This is an optimization exercise on Yosys and OpenROAD, whose aim is small area and a short achievable clock period, not a production implementation.
In this exercise RTL edits were held to simulation tests only and were not proved equivalent to the original.
Power figures rest on the tool's default switching activity, not on a simulated workload.

==> inputs of wip/garnet <==
==> flow/design.v <==
module top_riscv_cpu (
    input         clk, reset,
    input         Ext_MemWrite,
    input  [31:0] Ext_WriteData, Ext_DataAdr,
    input  [31:0] Instr,
    output        MemWrite,
    output [31:0] WriteData, DataAdr, ReadData,
    output [31:0] PC, Result
);
wire [2:0] f3 = Instr[14:12];
wire [4:0] rd = Instr[11:7];
wire [4:0] a1 = Instr[19:15];
wire [4:0] a2 = Instr[24:20];
wire i2 = Instr[2], i3 = Instr[3], i4 = Instr[4], i5 = Instr[5], i6 = Instr[6];
wire is_load   = ~i6 & ~i4 & ~i5;
wire is_store  = ~i6 & ~i4 &  i5;
wire is_alu    = ~i6 &  i4 & ~i2;           
wire is_op     = is_alu & i5;
wire is_lui    = ~i6 &  i4 &  i2 &  i5;
wire is_auipc  = ~i6 &  i4 &  i2 & ~i5;
wire is_branch =  i6 & ~i2;
wire is_jal    =  i6 &  i3;
wire is_jalr   =  i6 &  i2 & ~i3;
wire is_jump   =  i6 &  i2;
wire reg_write = ~is_store & ~is_branch;
wire [31:0] imm_i = {{20{Instr[31]}}, Instr[31:20]};
wire [31:0] imm_s = {{20{Instr[31]}}, Instr[31:25], Instr[11:7]};
wire [31:0] imm_b = {{20{Instr[31]}}, Instr[7], Instr[30:25], Instr[11:8], 1'b0};
wire [31:0] imm_j = {{12{Instr[31]}}, Instr[19:12], Instr[20], Instr[30:21], 1'b0};
wire [31:0] imm_u = {Instr[31:12], 12'b0};
wire [31:0] imm_ls = is_store ? imm_s : imm_i;
reg  [31:0] pc_q;
reg  [31:0] rf   [1:31];
reg  [31:0] dmem [0:63];
wire [31:0] rs1, rs2;
wire [31:1] sel1, sel2;
genvar r, b, w, k;
generate
    for (r = 1; r < 32; r = r + 1) begin : g_rsel
        assign sel1[r] = (a1 == r);
        assign sel2[r] = (a2 == r);
    end
    for (b = 0; b < 32; b = b + 1) begin : g_rread
        wire [31:1] t1, t2;
        for (r = 1; r < 32; r = r + 1) begin : g_t
            assign t1[r] = sel1[r] & rf[r][b];
            assign t2[r] = sel2[r] & rf[r][b];
        end
        assign rs1[b] = |t1;
        assign rs2[b] = |t2;
    end
endgenerate
wire use_rs2 = (i5 & i4) | is_branch;
wire [31:0] opb = use_rs2 ? rs2 : imm_ls;
wire sub = (is_alu & ((f3[2:1] == 2'b01) | (i5 & (f3 == 3'b000) & Instr[30]))) | is_branch;
wire [32:0] sum33 = {1'b0, rs1} + {1'b0, opb ^ {32{sub}}} + {32'b0, sub};
wire [31:0] sum = sum33[31:0];
wire ltu = ~sum33[32];
wire lts = (rs1[31] ^ opb[31]) ? rs1[31] : ltu;
wire eq  = (sum == 32'b0);
wire        sll = ~f3[2];
wire [4:0]  shamt = opb[4:0];
wire [31:0] rs1_rev;
generate
    for (b = 0; b < 32; b = b + 1) begin : g_rev
        assign rs1_rev[b] = rs1[31-b];
    end
endgenerate
wire [31:0] sh_in = sll ? rs1_rev : rs1;
wire        sh_fill = ~sll & Instr[30] & rs1[31];
wire [63:0] sh_ext = {{32{sh_fill}}, sh_in};
wire [31:0] sh_r = sh_ext >> shamt;
wire [31:0] sh_rev;
generate
    for (b = 0; b < 32; b = b + 1) begin : g_rev2
        assign sh_rev[b] = sh_r[31-b];
    end
endgenerate
wire [31:0] sh_out = sll ? sh_rev : sh_r;
reg [31:0] alu_out;
always @(*) begin
    case (f3)
        3'b000: alu_out = sum;
        3'b001: alu_out = sh_out;
        3'b010: alu_out = {31'b0, lts};
        3'b011: alu_out = {31'b0, ltu};
        3'b100: alu_out = rs1 ^ opb;
        3'b101: alu_out = sh_out;
        3'b110: alu_out = rs1 | opb;
        default: alu_out = rs1 & opb;
    endcase
end
wire [31:0] pc4     = pc_q + 32'd4;
wire [31:0] imm_pc  = i2 ? (i3 ? imm_j : imm_u) : imm_b;
wire [31:0] pc_imm  = pc_q + imm_pc;
wire        cmp     = f3[2] ? (f3[1] ? ltu : lts) : eq;
wire        taken   = is_jal | (is_branch & (cmp ^ f3[0]));
wire [31:0] pc_next = is_jalr ? sum : (taken ? pc_imm : pc4);
always @(posedge clk or posedge reset) begin
    if (reset) pc_q <= 32'b0;
    else       pc_q <= pc_next;
end
wire [1:0] alo = rs1[1:0];
wire [1:0] blo = imm_ls[1:0];
wire [1:0] byte_off = alo + blo;
wire       c2 = (alo[1] & blo[1]) | ((alo[1] ^ blo[1]) & alo[0] & blo[0]);
wire [5:0] A = rs1[7:2];
wire [5:0] B = imm_ls[7:2];
wire [63:0] rsel;
generate
    for (w = 0; w < 64; w = w + 1) begin : g_sam
        localparam [5:0] K = w;
        wire [5:0] ok;
        assign ok[0] = (A[0] ^ B[0] ^ K[0]) == c2;
        for (k = 1; k < 6; k = k + 1) begin : g_b
            assign ok[k] = (A[k] ^ B[k] ^ K[k]) ==
                           ((A[k-1] & B[k-1]) | ((A[k-1] | B[k-1]) & ~K[k-1]));
        end
        assign rsel[w] = &ok;
    end
endgenerate
wire [31:0] word;
generate
    for (b = 0; b < 32; b = b + 1) begin : g_mread
        wire [63:0] t;
        for (w = 0; w < 64; w = w + 1) begin : g_t
            assign t[w] = rsel[w] & dmem[w][b];
        end
        assign word[b] = |t;
    end
endgenerate
reg [7:0] ld_byte;
always @(*) begin
    case (byte_off)
        2'b00: ld_byte = word[7:0];
        2'b01: ld_byte = word[15:8];
        2'b10: ld_byte = word[23:16];
        default: ld_byte = word[31:24];
    endcase
end
wire [15:0] ld_half = byte_off[1] ? word[31:16] : word[15:0];
wire        sgn = ~f3[2];
reg  [31:0] ld_data;
always @(*) begin
    if (f3[1])      ld_data = word;
    else if (f3[0]) ld_data = byte_off[0] ? 32'b0 : {{16{sgn & ld_half[15]}}, ld_half};
    else            ld_data = {{24{sgn & ld_byte[7]}}, ld_byte};
end
wire [31:0] wdata = reset ? Ext_WriteData : rs2;
wire [7:0]  lane0 = wdata[7:0];
wire [7:0]  lane1 = (f3[1] | f3[0] | reset) ? wdata[15:8] : wdata[7:0];
wire [7:0]  lane2 = (f3[1] | reset) ? wdata[23:16] : wdata[7:0];
wire [7:0]  lane3 = (f3[1] | reset) ? wdata[31:24] : ((f3[0]) ? wdata[15:8] : wdata[7:0]);
wire [3:0] be_core = f3[1] ? 4'b1111 :
                     f3[0] ? (byte_off == 2'b00 ? 4'b0011 : byte_off == 2'b10 ? 4'b1100 : 4'b0000) :
                             (4'b0001 << byte_off);
wire [5:0] ext_w = Ext_DataAdr[7:2];
generate
    for (w = 0; w < 64; w = w + 1) begin : g_mwrite
        wire wsel_ext  = reset & Ext_MemWrite & (ext_w == w);
        wire wsel_core = ~reset & is_store & rsel[w];
        always @(posedge clk) begin
            if (wsel_ext | (wsel_core & be_core[0])) dmem[w][7:0]   <= lane0;
            if (wsel_ext | (wsel_core & be_core[1])) dmem[w][15:8]  <= lane1;
            if (wsel_ext | (wsel_core & be_core[2])) dmem[w][23:16] <= lane2;
            if (wsel_ext | (wsel_core & be_core[3])) dmem[w][31:24] <= lane3;
        end
    end
endgenerate
reg [31:0] res;
always @(*) begin
    if (is_load)       res = ld_data;
    else if (is_alu)   res = alu_out;
    else if (is_lui)   res = imm_u;
    else if (is_auipc) res = pc_imm;
    else               res = pc4;
end
generate
    for (r = 1; r < 32; r = r + 1) begin : g_rwrite
        always @(posedge clk) begin
            if (~reset & reg_write & (rd == r)) rf[r] <= res;
        end
    end
endgenerate
assign PC        = pc_q;
assign Result    = res;
assign ReadData  = ld_data;
assign MemWrite  = reset ? Ext_MemWrite : is_store;
assign DataAdr   = reset ? Ext_DataAdr : sum;
assign WriteData = reset ? Ext_WriteData : rs2;
endmodule
==> flow/run.sh <==
#!/bin/bash
# synth_recipe.tcl (not shown) runs the flow's synth.tcl, then flattens the netlist and writes it again
# the make line also repeats each setting of config.mk as NAME=value (left out here)
make -C /OpenROAD-flow-scripts/flow DESIGN_CONFIG=/design/flow/config.mk WORK_HOME=/design/flow/orfs CLKGATE_MAP_FILE= SYNTH_SCRIPT=/design/flow/synth_recipe.tcl finish
==> flow/config.mk <==
export PLATFORM = sky130hd
export DESIGN_NAME = top_riscv_cpu
export DESIGN_NICKNAME = top_riscv_cpu
export VERILOG_FILES = /design/flow/design.v
export SDC_FILE = /design/flow/constraint.sdc
export NUM_CORES = 4
export LEC_CHECK = 0
export CAP_MARGIN = 20
export CORE_MARGIN = 2
export CORE_UTILIZATION = 40
export SETUP_SLACK_MARGIN = 5
export SLEW_MARGIN = 20
==> flow/constraint.sdc <==
create_clock -name core_clock -period 15.0 [get_ports {clk}]
set_input_delay 3.0000 -clock core_clock [delete_from_list [all_inputs] [get_ports {clk}]]
set_output_delay 3.0000 -clock core_clock [all_outputs]
set_load 0.01 [all_outputs]
==> inputs of wip/raven, as changes to wip/garnet <==
--- a/flow/config.mk
+++ b/flow/config.mk
@@ -10,3 +10,3 @@
 export CORE_UTILIZATION = 40
-export SETUP_SLACK_MARGIN = 5
+export SETUP_SLACK_MARGIN = 0.3
 export SLEW_MARGIN = 20
==> qor summary <==
metric                                                                                      wip/raven               wip/garnet
Ratio of total power to cell area                                                         158 nW/um^2              155 nW/um^2
Total half-perimeter wirelength after legalization and detailed placement                  470,000 um               476,000 um
Number of CTS-inserted buffers                                                                    330                      329
Clk cell area share                                                                            0.0648                   0.0608
Count of final setup violators                                                                      1                        0
Unrepaired setup endpoints after global routing                                                 false                     true
Met3 capacity usage during global routing                                                       0.132                    0.122
Fin Clk Skew                                                                                0.0908 ns                0.0820 ns
Mean number of vias per cell                                                                     7.21                     7.14
Number of clock buffers in the layout                                                             397                      387
Pin slew with the least headroom to its limit                                                 1.26 ns                  1.27 ns
Post-layout nets                                                                               10,390                   11,170
Initial antenna violation count                                                                    71                       50
Combinational share of power                                                                    0.271                    0.317
Number of buffer and inverter instances along the worst setup path                                  8                       14
Area growth from synthesis to final layout                                                      20.0%                    31.5%
Count of antenna diodes in the layout                                                              26                       31
Result of the run                                                          complete, but fails checks  complete, no violations
Violated checks                                                                          setup timing                        -
Critical Path Most Common Cell                                                 sky130_fd_sc_hd__buf_4   sky130_fd_sc_hd__buf_6
Share of the core filled with cells in the final layout                                         0.481                    0.527
Destination of the critical timing path                                                     Result[8]               Result[12]
Register-to-register path setup slack                                                         6.95 ns                  7.29 ns
Crit path DAT                                                                                12.01 ns                  9.51 ns
Wire length after detailed routing                                                         705,000 um               736,000 um
Global placement routability congestion                                                          1.02                     1.00

========
==> inputs of job 3778 <==
top_riscv_cpu, a different RTL version from the one above (not shown whole).
## top_riscv_cpu
module top_riscv_cpu (
    input         clk, reset,
    input         Ext_MemWrite,
    input  [31:0] Ext_WriteData, Ext_DataAdr,
    input  [31:0] Instr,
    output        MemWrite,
    output [31:0] WriteData, DataAdr, ReadData,
    output [31:0] PC, Result
);
wire [2:0] f3 = Instr[14:12];
wire [4:0] rd = Instr[11:7];
wire [4:0] a1 = Instr[19:15];
wire [4:0] a2 = Instr[24:20];
wire i2 = Instr[2], i3 = Instr[3], i4 = Instr[4], i5 = Instr[5], i6 = Instr[6];
wire is_load   = ~i6 & ~i4 & ~i5;
wire is_store  = ~i6 & ~i4 &  i5;
wire is_alu    = ~i6 &  i4 & ~i2;           
wire is_op     = is_alu & i5;
wire is_lui    = ~i6 &  i4 &  i2 &  i5;
wire is_auipc  = ~i6 &  i4 &  i2 & ~i5;
wire is_branch =  i6 & ~i2;
wire is_jal    =  i6 &  i3;
wire is_jalr   =  i6 &  i2 & ~i3;
wire is_jump   =  i6 &  i2;
wire reg_write = ~is_store & ~is_branch;
wire [31:0] imm_i = {{20{Instr[31]}}, Instr[31:20]};
wire [31:0] imm_s = {{20{Instr[31]}}, Instr[31:25], Instr[11:7]};
wire [31:0] imm_b = {{20{Instr[31]}}, Instr[7], Instr[30:25], Instr[11:8], 1'b0};
wire [31:0] imm_j = {{12{Instr[31]}}, Instr[19:12], Instr[20], Instr[30:21], 1'b0};
wire [31:0] imm_u = {Instr[31:12], 12'b0};
wire [31:0] imm_ls = is_store ? imm_s : imm_i;
reg  [31:0] pc_q;
reg  [31:0] rf   [1:31];
reg  [31:0] dmem [0:63];
wire [31:0] rs1, rs2;
wire [7:0]  rs1n_lo;      
wire [31:1] sel1, sel2;
wire [31:0] rs2n;           
dec31 u_dec1 (.a(a1), .sel(sel1));
dec31 u_dec2 (.a(a2), .sel(sel2));
genvar r, b, w, k;
generate
    for (b = 0; b < 32; b = b + 1) begin : g_rread
        wire [31:1] c;
        wire n1, n2;
        for (r = 1; r < 32; r = r + 1) begin : g_c
            assign c[r] = rf[r][b];
        end
        sel31 u2 (.sel(sel2), .d(c), .yn(n2));
        assign rs2[b] = ~n2;
        assign rs2n[b] = n2;
        if (b < 8) begin : g_fast
  ...
==> module sel31, before the edit <==
module sel31 (input [31:1] sel, input [31:1] d, output yn);
wire [3:0] q;
ao8 u0 (.s({sel[7:1], 1'b0}), .d({d[7:1], 1'b0}), .y(q[0]));
ao8 u1 (.s(sel[15:8]),  .d(d[15:8]),  .y(q[1]));
ao8 u2 (.s(sel[23:16]), .d(d[23:16]), .y(q[2]));
ao8 u3 (.s(sel[31:24]), .d(d[31:24]), .y(q[3]));
g_nor4 u_o (.a(q[0]), .b(q[1]), .c(q[2]), .d(q[3]), .y(yn));
endmodule
==> module g_nor4, before the edit <==
module g_nor4 (input a, b, c, d, output y);
assign y = ~(a | b | c | d);
endmodule
clock: 15.0 ns
lec_check: 0
cap_margin: 20
core_margin: 2
core_utilization: 55
setup_slack_margin: 5
slew_margin: 20
synth_hierarchical: 1
buffer_ports_args: -buffer_cell sky130_fd_sc_hd__buf_2
cts_args: -sink_clustering_enable -repair_clock_nets -dont_use_dummy_load -buf_list sky130_fd_sc_hd__clkbuf_16 -sink_clustering_size 20 -sink_clustering_max_diameter 100
standard.sh (not shown) runs the stock make flow with config.mk's settings and CLKGATE_MAP_FILE= SYNTH_SCRIPT=/design/flow/synth_recipe.tcl, a recipe that flattens the netlist after the stock synthesis.
==> flow/flow/run.sh <==
#!/bin/bash
# Standard ORFS layout (the standard.sh) with three changes:
#  - ports buffered with buf_2 instead of the default delay-buffer cell,
#  - CTS with larger sink clusters and no dummy loads,
#  - resizer free to swap cells of different footprints.
set -uo pipefail
cat >> config.mk <<'EOF'
export BUFFER_PORTS_ARGS = -buffer_cell sky130_fd_sc_hd__buf_2
export CTS_ARGS = -sink_clustering_enable -repair_clock_nets -dont_use_dummy_load -buf_list sky130_fd_sc_hd__clkbuf_16 -sink_clustering_size 20 -sink_clustering_max_diameter 100
EOF
sed -E 's#"\$\{@:-finish\}"#MATCH_CELL_FOOTPRINT=0 "${@:-finish}"#' standard.sh > my_standard.sh
bash my_standard.sh > flow_make.log 2>&1
==> inputs of job 9573, as changes to job 3778 <==
--- a/flow/design.v
+++ b/flow/design.v
@@ -265,12 +265,20 @@
 assign y = ~(a & b);
 endmodule
 module sel31 (input [31:1] sel, input [31:1] d, output yn);
-wire [3:0] q;
-ao8 u0 (.s({sel[7:1], 1'b0}), .d({d[7:1], 1'b0}), .y(q[0]));
-ao8 u1 (.s(sel[15:8]),  .d(d[15:8]),  .y(q[1]));
-ao8 u2 (.s(sel[23:16]), .d(d[23:16]), .y(q[2]));
-ao8 u3 (.s(sel[31:24]), .d(d[31:24]), .y(q[3]));
-g_nor4 u_o (.a(q[0]), .b(q[1]), .c(q[2]), .d(q[3]), .y(yn));
+wire [10:0] p;
+wire [2:0]  q;
+genvar i;
+generate
+    for (i = 0; i < 10; i = i + 1) begin : g_p
+        g_aoi222 u (.a(sel[3*i+1]), .b(d[3*i+1]), .c(sel[3*i+2]), .d(d[3*i+2]),
+                    .e(sel[3*i+3]), .f(d[3*i+3]), .y(p[i]));
+    end
+endgenerate
+g_nand2 u_p10 (.a(sel[31]), .b(d[31]), .y(p[10]));
+g_nand4 u_q0 (.a(p[0]), .b(p[1]), .c(p[2]), .d(p[3]), .y(q[0]));
+g_nand4 u_q1 (.a(p[4]), .b(p[5]), .c(p[6]), .d(p[7]), .y(q[1]));
+g_nand3 u_q2 (.a(p[8]), .b(p[9]), .c(p[10]), .y(q[2]));
+g_nor3  u_o  (.a(q[0]), .b(q[1]), .c(q[2]), .y(yn));
 endmodule
 module sel64 (input [63:0] sel, input [63:0] d, output y);
 wire [7:0] q;
@@ -934,6 +942,3 @@
     end
 endgenerate
 endmodule
-module g_nor4 (input a, b, c, d, output y);
-assign y = ~(a | b | c | d);
-endmodule
==> summary of the runs <==
In flip-flop and latch count, job 9573 and job 3778 do not differ.
Fmax: job 3778 is higher than job 9573 (about 5.6%).
Count of clock-buffer cells in the layout: job 9573 is higher than job 3778 (1).
In job 3778 the first-iteration DRC count is smaller than in job 9573, by 13%.
Global-route usage: job 9573 is higher than job 3778 (0.69 points).
In routed wire length, job 9573 and job 3778 hardly differ.
Clock power is about the same in job 9573 and job 3778.
Between job 3778 and job 9573, the lower sequential share of layout area is in job 3778 (gap 2.4 points).
In job 9573 the cell count is lower than in job 3778, by about 5%.
Synthesized area: job 3778 is larger than job 9573 (1.3%).
Between job 9573 and job 3778, the lower worst hold slack is in job 9573 (gap 0.0016 ns).

[separate check: timing with driven ports]
In the flow no input, the clock included, has a driving cell. The finished layouts below were timed again as built, in two steps. Step 1 (the two cells are an assumption about what drives the block):
set clk [get_ports {clk}]
set_driving_cell -lib_cell sky130_fd_sc_hd__clkbuf_16 $clk
set_driving_cell -lib_cell sky130_fd_sc_hd__buf_2 [delete_from_list [all_inputs] $clk]
Step 2 times the ports against the registers' clock, not the clock port: input delays grow and output delays shrink by t, the midpoint of the rising clock arrivals with the driver on. Three values: ideal, step 1, step 2; two values: the first two.
| run | t, ns | setup slack, ns | latest minus earliest clock arrival (ns) | worst slew at a driven data input, ns |
|---|---|---|---|---|
| wip/garnet | 1.068 | 2.488 / 2.319 / 2.319 | 0.082 / 0.082 | 0.21 |
| wip/raven | 1.064 | -0.010 / -0.049 / -0.049 | 0.108 / 0.108 | 0.23 |
| job 3778 | 0.934 | 3.849 / 3.346 / 3.346 | 0.110 / 0.110 | 0.57 |
| job 9573 | 0.928 | 3.224 / 3.123 / 3.123 | 0.129 / 0.129 | 0.60 |
For job 3778, which loses most, drivers alone change the setup slack by -0.503 ns; drivers and shift together by -0.503 ns.
